This design comes from an exercise in tuning for small area, a short achievable clock period and few clock cycles per item on the open sky130 flow, not from production work.
RTL that was checked went through simulation tests only; none was proved equivalent to the original.

// k_nn
module k_nn #(
    parameter NUMBER_ELEMENTS = 6,
    parameter DATA_WIDTH = 32,
    parameter CLASS_WIDTH = 8,
    parameter NS = 4
)(
    input  wire                     clk,
    input  wire                     rst,  
    output reg                      m_axis_tvalid,
    input  wire                     m_axis_tready,
    output wire [DATA_WIDTH-1:0]    m_axis_tdata,
    output reg                      m_axis_tlast,
    input  wire                     s_axis_tvalid,
    output wire                     s_axis_tready,
    input  wire [DATA_WIDTH-1:0]    s_axis_tdata,
    input  wire                     s_axis_tlast,
    output wire [DATA_WIDTH-1:0]    distance_result
);
Size in the first run: roughly 890 flip-flops, about 100 I/O pins, about 40000 µm² of cells after synthesis.
==> module knn_sqrt_pipeline, before the edit <==
module knn_sqrt_pipeline #(
    parameter [16:0] CUT = 17'b11111111110101010
)(
    input  wire        clk,
    input  wire        rst,       
    input  wire        flush,     
    input  wire        vin,
    input  wire [32:0] data_in,
    output wire        vout,
    output wire [16:0] data_out
);
    wire [35:0] rem_w [0:17];
    wire [35:0] quo_w [0:17];
    wire [35:0] rad_w [0:17];
    wire        v_w   [0:17];
    assign rem_w[0] = 36'd0;
    assign quo_w[0] = 36'd0;          
    assign rad_w[0] = {3'b000, data_in};
    assign v_w[0]   = vin;
    genvar j;
    generate
        for (j = 0; j < 17; j = j + 1) begin : step
            wire [j+2:0] r2 = {rem_w[j][j:0], rad_w[j][33-2*j:32-2*j]};
            localparam [35:0] QMASK = (36'd1 << j) - 36'd1;    
            wire [j:0]   qp = ~quo_w[j][j:0] & QMASK[j:0];
            wire [j+2:0] d  = {qp, 2'b01};
            wire [j+3:0] t  = {1'b0, r2} - {1'b0, d};
            wire         ok = !t[j+3];
            wire [j+1:0] rn = ok ? t[j+1:0] : r2[j+1:0];
            wire [j:0]   qn = {quo_w[j][j:0], !ok};
            if (CUT[j]) begin : reg_s
                reg [j+1:0]      rr;
                reg [j:0]        qr;
                reg [35:0]       sr;
                reg              vr;
                always @(posedge clk) begin
                    if (!rst) vr <= 1'b0;
                    else vr <= v_w[j] & !flush;
                end
                always @(posedge clk) begin
                    rr <= rn;
                    qr <= qn;
                    sr <= rad_w[j];
                end
                assign rem_w[j+1] = rr;
                assign quo_w[j+1] = qr;
                assign rad_w[j+1] = sr;
                assign v_w[j+1]   = vr;
            end else begin : wire_s
                assign rem_w[j+1] = rn;
                assign quo_w[j+1] = qn;
                assign rad_w[j+1] = rad_w[j];
                assign v_w[j+1]   = v_w[j];
            end
        end
    endgenerate
    assign data_out = ~quo_w[17][16:0];
    assign vout     = v_w[17];
endmodule
==> module k_nn, before the edit <==
module k_nn #(
    parameter NUMBER_ELEMENTS = 6,
    parameter DATA_WIDTH = 32,
    parameter CLASS_WIDTH = 8,
    parameter NS = 4
)(
    input  wire                     clk,
    input  wire                     rst,  
    output reg                      m_axis_tvalid,
    input  wire                     m_axis_tready,
    output wire [DATA_WIDTH-1:0]    m_axis_tdata,
    output reg                      m_axis_tlast,
    input  wire                     s_axis_tvalid,
    output wire                     s_axis_tready,
    input  wire [DATA_WIDTH-1:0]    s_axis_tdata,
    input  wire                     s_axis_tlast,
    output wire [DATA_WIDTH-1:0]    distance_result
);
    function [NS-1:0] rot (input [NS-1:0] p);
        rot = {p[NS-2:0], p[NS-1]};
    endfunction
    wire        p_v;
    wire [16:0] p_d;
    reg  [16:0] m_d;
    reg  [5:0]  ko;           
    wire        out_free = !m_axis_tvalid || m_axis_tready;
    wire        commit   = p_v && out_free;
    wire        flush    = p_v && !out_free;
    always @(posedge clk) begin
        if (!rst)
            m_axis_tvalid <= 1'b0;
        else if (out_free)
            m_axis_tvalid <= p_v;
    end
    always @(posedge clk) begin
        if (commit) begin
            m_d          <= p_d;
            m_axis_tlast <= ko[5];
        end
    end
    assign m_axis_tdata = {{(DATA_WIDTH-17){1'b0}}, m_d};
    reg  [31:0] slot [0:NS-1];
    reg  [NS-1:0] wr, com, iss;
    reg  [2:0]  ia, used;
    reg  [5:0]  ik;
    reg         s_rdy;
    reg  [31:0] cur;
    integer c;
    always @(*) begin
        cur = 32'd0;
        for (c = 0; c < NS; c = c + 1)
            cur = cur | ({32{iss[c]}} & slot[c]);
    end
    wire        accept   = s_axis_tvalid && s_rdy;
    wire        can_iss  = ia < used;
    wire        issue    = can_iss && !flush;
    wire        q_done   = commit && ko[5];
    reg  [NS-1:0] iss_n;
    reg  [2:0]  ia_n, used_n;
    reg  [5:0]  ik_n;
    always @(*) begin
        iss_n  = iss;
        ia_n   = ia;
        ik_n   = ik;
        if (flush) begin
            iss_n = com;
            ia_n  = 3'd0;
            ik_n  = ko;
        end else begin
            if (issue) begin
                if (ik[5]) begin
                    iss_n = rot(iss);
                    ia_n  = ia + 3'd1;
                    ik_n  = 6'b000001;
                end else begin
                    ik_n  = {ik[4:0], 1'b0};
                end
            end
            if (q_done)
                ia_n = ia_n - 3'd1;
        end
        used_n = used + {2'b00, accept} - {2'b00, q_done};
    end
    always @(posedge clk) begin
        if (!rst) begin
            wr    <= {{(NS-1){1'b0}}, 1'b1};
            com   <= {{(NS-1){1'b0}}, 1'b1};
            iss   <= {{(NS-1){1'b0}}, 1'b1};
            ia    <= 3'd0;
            used  <= 3'd0;
            ik    <= 6'b000001;
            ko    <= 6'b000001;
            s_rdy <= 1'b0;
        end else begin
            if (accept)
                wr <= rot(wr);
            if (q_done)
                com <= rot(com);
            if (commit)
                ko <= {ko[4:0], ko[5]};
            iss   <= iss_n;
            ia    <= ia_n;
            ik    <= ik_n;
            used  <= used_n;
            s_rdy <= q_done || (accept ? (used < NS-1) : (used < NS));
        end
    end
    assign s_axis_tready = s_rdy;
    integer i;
    always @(posedge clk) begin
        for (i = 0; i < NS; i = i + 1)
            if (s_rdy && wr[i])
                slot[i] <= s_axis_tdata;
    end
    wire        sq_v;
    wire [32:0] sum_sq;
    knn_distance dist_calc (
        .clk(clk), .rst(rst), .flush(flush),
        .vin(issue), .k(ik), .qx(cur[15:0]), .qy(cur[31:16]),
        .vout(sq_v), .sum_sq(sum_sq)
    );
    knn_sqrt_pipeline sqrt_calc (
        .clk(clk), .rst(rst), .flush(flush),
        .vin(sq_v), .data_in(sum_sq),
        .vout(p_v), .data_out(p_d)
    );
    reg  [16:0] nd, sd;
    reg  [1:0]  cnt;
    wire        lt_n = p_d < nd;
    wire        lt_s = p_d < sd;
    always @(posedge clk) begin
        if (commit) begin
            if (ko[0]) begin
                nd  <= p_d;
                sd  <= 17'h1ffff;
                cnt <= 2'd0;
            end else if (ko[1] || ko[2]) begin
                if (lt_n) begin
                    nd <= p_d;
                    sd <= nd;
                end else if (lt_s) begin
                    sd <= p_d;
                end
            end else begin
                if (lt_n)
                    nd <= p_d;
                if (lt_s)
                    cnt <= cnt + 2'd1;
            end
        end
    end
    assign distance_result = {{(CLASS_WIDTH-1){1'b0}}, cnt[1],
                              {(DATA_WIDTH-CLASS_WIDTH-17){1'b0}}, nd};
endmodule
clock: 9.0 ns
lec_check: 0
abc_clock_period_in_ps: 1900
cap_margin: 20
core_margin: 2
core_utilization: 40
cts_cluster_diameter: 120
cts_cluster_size: 26
slew_margin: 20
standard.sh (not shown) runs the stock make flow with config.mk's settings and CLKGATE_MAP_FILE= SYNTH_SCRIPT=/design/flow/synth_recipe.tcl, a recipe that flattens the netlist after the stock synthesis.
==> flow/flow/run.sh <==
#!/bin/bash
# Standard ORFS layout (the standard.sh, unchanged synthesis), with the
# resizer's setup repair aimed below the 9 ns clock: repair_timing keeps
# working until setup slack reaches SETUP_SLACK_MARGIN.
set -euo pipefail
bash standard.sh SETUP_SLACK_MARGIN=${MARGIN:-5.9} finish > standard.log 2>&1
Rerun with:
--- a/flow/design.v
+++ b/flow/design.v
@@ -1,6 +1,6 @@
 module knn_sqrt_pipeline #(
-    parameter [16:0] CUT = 17'b11111111110101010
+    parameter [16:0] CUT = 17'b11111111111101010
 )(
     input  wire        clk,
     input  wire        rst,       
     input  wire        flush,     
@@ -1885,9 +1885,9 @@
 module k_nn #(
     parameter NUMBER_ELEMENTS = 6,
     parameter DATA_WIDTH = 32,
     parameter CLASS_WIDTH = 8,
-    parameter NS = 4
+    parameter NS = 5
 )(
     input  wire                     clk,
     input  wire                     rst,  
     output reg                      m_axis_tvalid,
After rerunning:
- utilization goes down by 0.75 points
- final area is higher by about 3%
- clock-buffer cell count increases by 5
- worst hold slack hardly moves
- first-iteration DRC count rose by 28%
- synthesized area increases by 4.0%
Testbench counts after the change, summed over its fixed seeds: cycles 7,832, queries 1,280.
For the first run of this note, only the layout was checked, not whether the RTL still works.

the baseline:
k_nn, a different RTL version from the one above (not shown whole).
Size: ~3500 cells after synthesis, roughly 930 flip-flops, ~100 I/O pins, roughly 0.041 sq mm of cells after synthesis.
// k_nn
module k_nn #(
    parameter NUMBER_ELEMENTS = 6,
    parameter DATA_WIDTH = 32,
    parameter CLASS_WIDTH = 8,
    parameter NS = 4
)(
    input  wire                     clk,
    input  wire                     rst,  
    output reg                      m_axis_tvalid,
    input  wire                     m_axis_tready,
    output wire [DATA_WIDTH-1:0]    m_axis_tdata,
    output reg                      m_axis_tlast,
    input  wire                     s_axis_tvalid,
    output wire                     s_axis_tready,
    input  wire [DATA_WIDTH-1:0]    s_axis_tdata,
    input  wire                     s_axis_tlast,
    output wire [DATA_WIDTH-1:0]    distance_result
);
    function [NS-1:0] rot (input [NS-1:0] p);
        rot = {p[NS-2:0], p[NS-1]};
    endfunction
    wire        p_v;
    wire [16:0] p_d;
    reg  [16:0] m_d;
    reg  [5:0]  ko;           
    wire        out_free = !m_axis_tvalid || m_axis_tready;
    wire        commit   = p_v && out_free;
    wire        flush    = p_v && !out_free;
    always @(posedge clk) begin
        if (!rst)
            m_axis_tvalid <= 1'b0;
        else if (out_free)
            m_axis_tvalid <= p_v;
    end
    always @(posedge clk) begin
        if (commit) begin
            m_d          <= p_d;
            m_axis_tlast <= ko[5];
        end
    end
    assign m_axis_tdata = {{(DATA_WIDTH-17){1'b0}}, m_d};
    reg  [31:0] slot [0:NS-1];
    reg  [NS-1:0] wr, com, iss;
    reg  [2:0]  ia, used;
    reg  [5:0]  ik;
    reg         s_rdy;
    reg  [31:0] cur;
    integer c;
    always @(*) begin
        cur = 32'd0;
        for (c = 0; c < NS; c = c + 1)
            cur = cur | ({32{iss[c]}} & slot[c]);
    end
    wire        accept   = s_axis_tvalid && s_rdy;
    wire        can_iss  = ia < used;
    wire        issue    = can_iss && !flush;
  ...
==> module knn_sqrt_pipeline, before the edit <==
module knn_sqrt_pipeline #(
    parameter [16:0] CUT = 17'b11111111111101010
)(
    input  wire        clk,
    input  wire        rst,       
    input  wire        flush,     
    input  wire        vin,
    input  wire [32:0] data_in,
    output wire        vout,
    output wire [16:0] data_out
);
    wire [35:0] rem_w [0:17];
    wire [35:0] quo_w [0:17];
    wire [35:0] rad_w [0:17];
    wire        v_w   [0:17];
    assign rem_w[0] = 36'd0;
    assign quo_w[0] = 36'd0;          
    assign rad_w[0] = {3'b000, data_in};
    assign v_w[0]   = vin;
    genvar j;
    generate
        for (j = 0; j < 17; j = j + 1) begin : step
            wire [j+2:0] r2 = {rem_w[j][j:0], rad_w[j][33-2*j:32-2*j]};
            localparam [35:0] QMASK = (36'd1 << j) - 36'd1;    
            wire [j:0]   qp = ~quo_w[j][j:0] & QMASK[j:0];
            wire [j+2:0] d  = {qp, 2'b01};
            wire [j+3:0] t  = {1'b0, r2} - {1'b0, d};
            wire         ok = !t[j+3];
            wire [j+1:0] rn = ok ? t[j+1:0] : r2[j+1:0];
            wire [j:0]   qn = {quo_w[j][j:0], !ok};
            if (CUT[j]) begin : reg_s
                reg [j+1:0]      rr;
                reg [j:0]        qr;
                reg [35:0]       sr;
                reg              vr;
                always @(posedge clk) begin
                    if (!rst) vr <= 1'b0;
                    else vr <= v_w[j] & !flush;
                end
                always @(posedge clk) begin
                    rr <= rn;
                    qr <= qn;
                    sr <= rad_w[j];
                end
                assign rem_w[j+1] = rr;
                assign quo_w[j+1] = qr;
                assign rad_w[j+1] = sr;
                assign v_w[j+1]   = vr;
            end else begin : wire_s
                assign rem_w[j+1] = rn;
                assign quo_w[j+1] = qn;
                assign rad_w[j+1] = rad_w[j];
                assign v_w[j+1]   = v_w[j];
            end
        end
    endgenerate
    assign data_out = ~quo_w[17][16:0];
    assign vout     = v_w[17];
endmodule
Settings: LEC_CHECK=0, ABC_CLOCK_PERIOD_IN_PS=1900, CAP_MARGIN=20, CORE_MARGIN=2, CORE_UTILIZATION=40, CTS_CLUSTER_DIAMETER=120, CTS_CLUSTER_SIZE=26, SLEW_MARGIN=20; clock period 9.0 ns.
Scripts as last shown in full above: flow/flow/run.sh
The baseline: flow completed, timing, DRC and antenna clean
Testbench counts of the baseline, summed over its fixed seeds: cycles 7,832, queries 1,280.
The following lists how the candidate was set up differently from the baseline:
diff --git a/flow/design.v b/flow/design.v
--- a/flow/design.v
+++ b/flow/design.v
@@ -1,7 +1,7 @@
 module knn_sqrt_pipeline #(
-    parameter [16:0] CUT = 17'b11111111111101010
+    parameter [16:0] CUT = 17'b11111111111110101
 )(
     input  wire        clk,
     input  wire        rst,       
     input  wire        flush,     
     input  wire        vin,
@@ -12,24 +12,22 @@
     wire [35:0] rem_w [0:17];
     wire [35:0] quo_w [0:17];
     wire [35:0] rad_w [0:17];
     wire        v_w   [0:17];
     assign rem_w[0] = 36'd0;
-    assign quo_w[0] = 36'd0;          
+    assign quo_w[0] = 36'd0;
     assign rad_w[0] = {3'b000, data_in};
     assign v_w[0]   = vin;
     genvar j;
     generate
         for (j = 0; j < 17; j = j + 1) begin : step
             wire [j+2:0] r2 = {rem_w[j][j:0], rad_w[j][33-2*j:32-2*j]};
-            localparam [35:0] QMASK = (36'd1 << j) - 36'd1;    
-            wire [j:0]   qp = ~quo_w[j][j:0] & QMASK[j:0];
-            wire [j+2:0] d  = {qp, 2'b01};
+            wire [j+2:0] d  = {quo_w[j][j:0], 2'b01};
             wire [j+3:0] t  = {1'b0, r2} - {1'b0, d};
             wire         ok = !t[j+3];
             wire [j+1:0] rn = ok ? t[j+1:0] : r2[j+1:0];
-            wire [j:0]   qn = {quo_w[j][j:0], !ok};
+            wire [j:0]   qn = {quo_w[j][j:0], ok};
             if (CUT[j]) begin : reg_s
                 reg [j+1:0]      rr;
                 reg [j:0]        qr;
                 reg [35:0]       sr;
                 reg              vr;
@@ -52,11 +50,11 @@
                 assign rad_w[j+1] = rad_w[j];
                 assign v_w[j+1]   = v_w[j];
             end
         end
     endgenerate
-    assign data_out = ~quo_w[17][16:0];
+    assign data_out = quo_w[17][16:0];
     assign vout     = v_w[17];
 endmodule
 module knn_distance (
     input  wire        clk,
     input  wire        rst,       
@@ -1884,11 +1882,11 @@
 endmodule
 module k_nn #(
     parameter NUMBER_ELEMENTS = 6,
     parameter DATA_WIDTH = 32,
     parameter CLASS_WIDTH = 8,
-    parameter NS = 4
+    parameter NS = 5
 )(
     input  wire                     clk,
     input  wire                     rst,  
     output reg                      m_axis_tvalid,
     input  wire                     m_axis_tready,
@@ -1898,12 +1896,12 @@
     output wire                     s_axis_tready,
     input  wire [DATA_WIDTH-1:0]    s_axis_tdata,
     input  wire                     s_axis_tlast,
     output wire [DATA_WIDTH-1:0]    distance_result
 );
-    function [NS-1:0] rot (input [NS-1:0] p);
-        rot = {p[NS-2:0], p[NS-1]};
+    function [2:0] inc (input [2:0] p);
+        inc = (p == NS-1) ? 3'd0 : p + 3'd1;
     endfunction
     wire        p_v;
     wire [16:0] p_d;
     reg  [16:0] m_d;
     reg  [5:0]  ko;           
@@ -1922,27 +1920,19 @@
             m_axis_tlast <= ko[5];
         end
     end
     assign m_axis_tdata = {{(DATA_WIDTH-17){1'b0}}, m_d};
     reg  [31:0] slot [0:NS-1];
-    reg  [NS-1:0] wr, com, iss;
-    reg  [2:0]  ia, used;
+    reg  [2:0]  wr, com, iss, ia, used;
     reg  [5:0]  ik;
     reg         s_rdy;
-    reg  [31:0] cur;
-    integer c;
-    always @(*) begin
-        cur = 32'd0;
-        for (c = 0; c < NS; c = c + 1)
-            cur = cur | ({32{iss[c]}} & slot[c]);
-    end
+    wire [31:0] cur = slot[iss];
     wire        accept   = s_axis_tvalid && s_rdy;
     wire        can_iss  = ia < used;
     wire        issue    = can_iss && !flush;
     wire        q_done   = commit && ko[5];
-    reg  [NS-1:0] iss_n;
-    reg  [2:0]  ia_n, used_n;
+    reg  [2:0]  iss_n, ia_n, used_n;
     reg  [5:0]  ik_n;
     always @(*) begin
         iss_n  = iss;
         ia_n   = ia;
         ik_n   = ik;
@@ -1951,11 +1941,11 @@
             ia_n  = 3'd0;
             ik_n  = ko;
         end else begin
             if (issue) begin
                 if (ik[5]) begin
-                    iss_n = rot(iss);
+                    iss_n = inc(iss);
                     ia_n  = ia + 3'd1;
                     ik_n  = 6'b000001;
                 end else begin
                     ik_n  = {ik[4:0], 1'b0};
                 end
@@ -1965,23 +1955,23 @@
         end
         used_n = used + {2'b00, accept} - {2'b00, q_done};
     end
     always @(posedge clk) begin
         if (!rst) begin
-            wr    <= {{(NS-1){1'b0}}, 1'b1};
-            com   <= {{(NS-1){1'b0}}, 1'b1};
-            iss   <= {{(NS-1){1'b0}}, 1'b1};
+            wr    <= 3'd0;
+            com   <= 3'd0;
+            iss   <= 3'd0;
             ia    <= 3'd0;
             used  <= 3'd0;
             ik    <= 6'b000001;
             ko    <= 6'b000001;
             s_rdy <= 1'b0;
         end else begin
             if (accept)
-                wr <= rot(wr);
+                wr <= inc(wr);
             if (q_done)
-                com <= rot(com);
+                com <= inc(com);
             if (commit)
                 ko <= {ko[4:0], ko[5]};
             iss   <= iss_n;
             ia    <= ia_n;
             ik    <= ik_n;
@@ -1991,11 +1981,11 @@
     end
     assign s_axis_tready = s_rdy;
     integer i;
     always @(posedge clk) begin
         for (i = 0; i < NS; i = i + 1)
-            if (s_rdy && wr[i])
+            if (s_rdy && wr == i)
                 slot[i] <= s_axis_tdata;
     end
     wire        sq_v;
     wire [32:0] sum_sq;
     knn_distance dist_calc (
--- outcome ---
Synthesized cell count (the candidate / the baseline): 1.06. Hold-critical path depth came out exactly the same in the baseline and the candidate. Comparing the baseline and the candidate, wire length is higher on the candidate. Comparing the baseline and the candidate, worst-margin pin slew is higher on the candidate. Number of enable-type register cells in the synthesized netlist: lower on the baseline. In the candidate relative to the baseline, via count of the first global-routing pass had gone up by a few percent. STATUS smallest setup slack after layout: the candidate loses against the baseline.
For the candidate, only the layout was checked, not whether the RTL still works.

[separate check: timing with driven ports]
How much do the figures lean on ideal ports? The routed layouts below were timed once more, with nothing changed but the port constraints. Step 1 sets driving cells, clkbuf_16 on the clock port and buf_2 on the other inputs (assumed; they add their load-dependent delay and slew). Step 2 also shifts input and output timing later by t, the mid clock arrival at the registers, as if the neighbouring blocks saw the same clock. Three values: ideal, step 1, step 2; two values: the first two.
run	t (ns)	setup slack, ns	hold WS [ns]	latest minus earliest clock arrival (ns)	worst slew at a driven data input, ns
the first run of note 1	0.668	5.648 / 5.648 / 5.449	0.316 / 0.316 / 0.316	0.046 / 0.046	0.05
the second run of note 1	0.676	5.894 / 5.892 / 5.287	0.318 / 0.318 / 0.318	0.051 / 0.052	0.05
the baseline	0.673	5.937 / 5.893 / 5.308	0.327 / 0.327 / 0.327	0.044 / 0.044	0.06
the candidate	0.692	5.443 / 5.443 / 5.312	0.300 / 0.300 / 0.300	0.060 / 0.059	0.07
After both steps every run listed still meets setup and hold. The setup slack of the baseline, which loses most, moves by -0.044 ns with the drivers and by -0.629 ns with both steps.
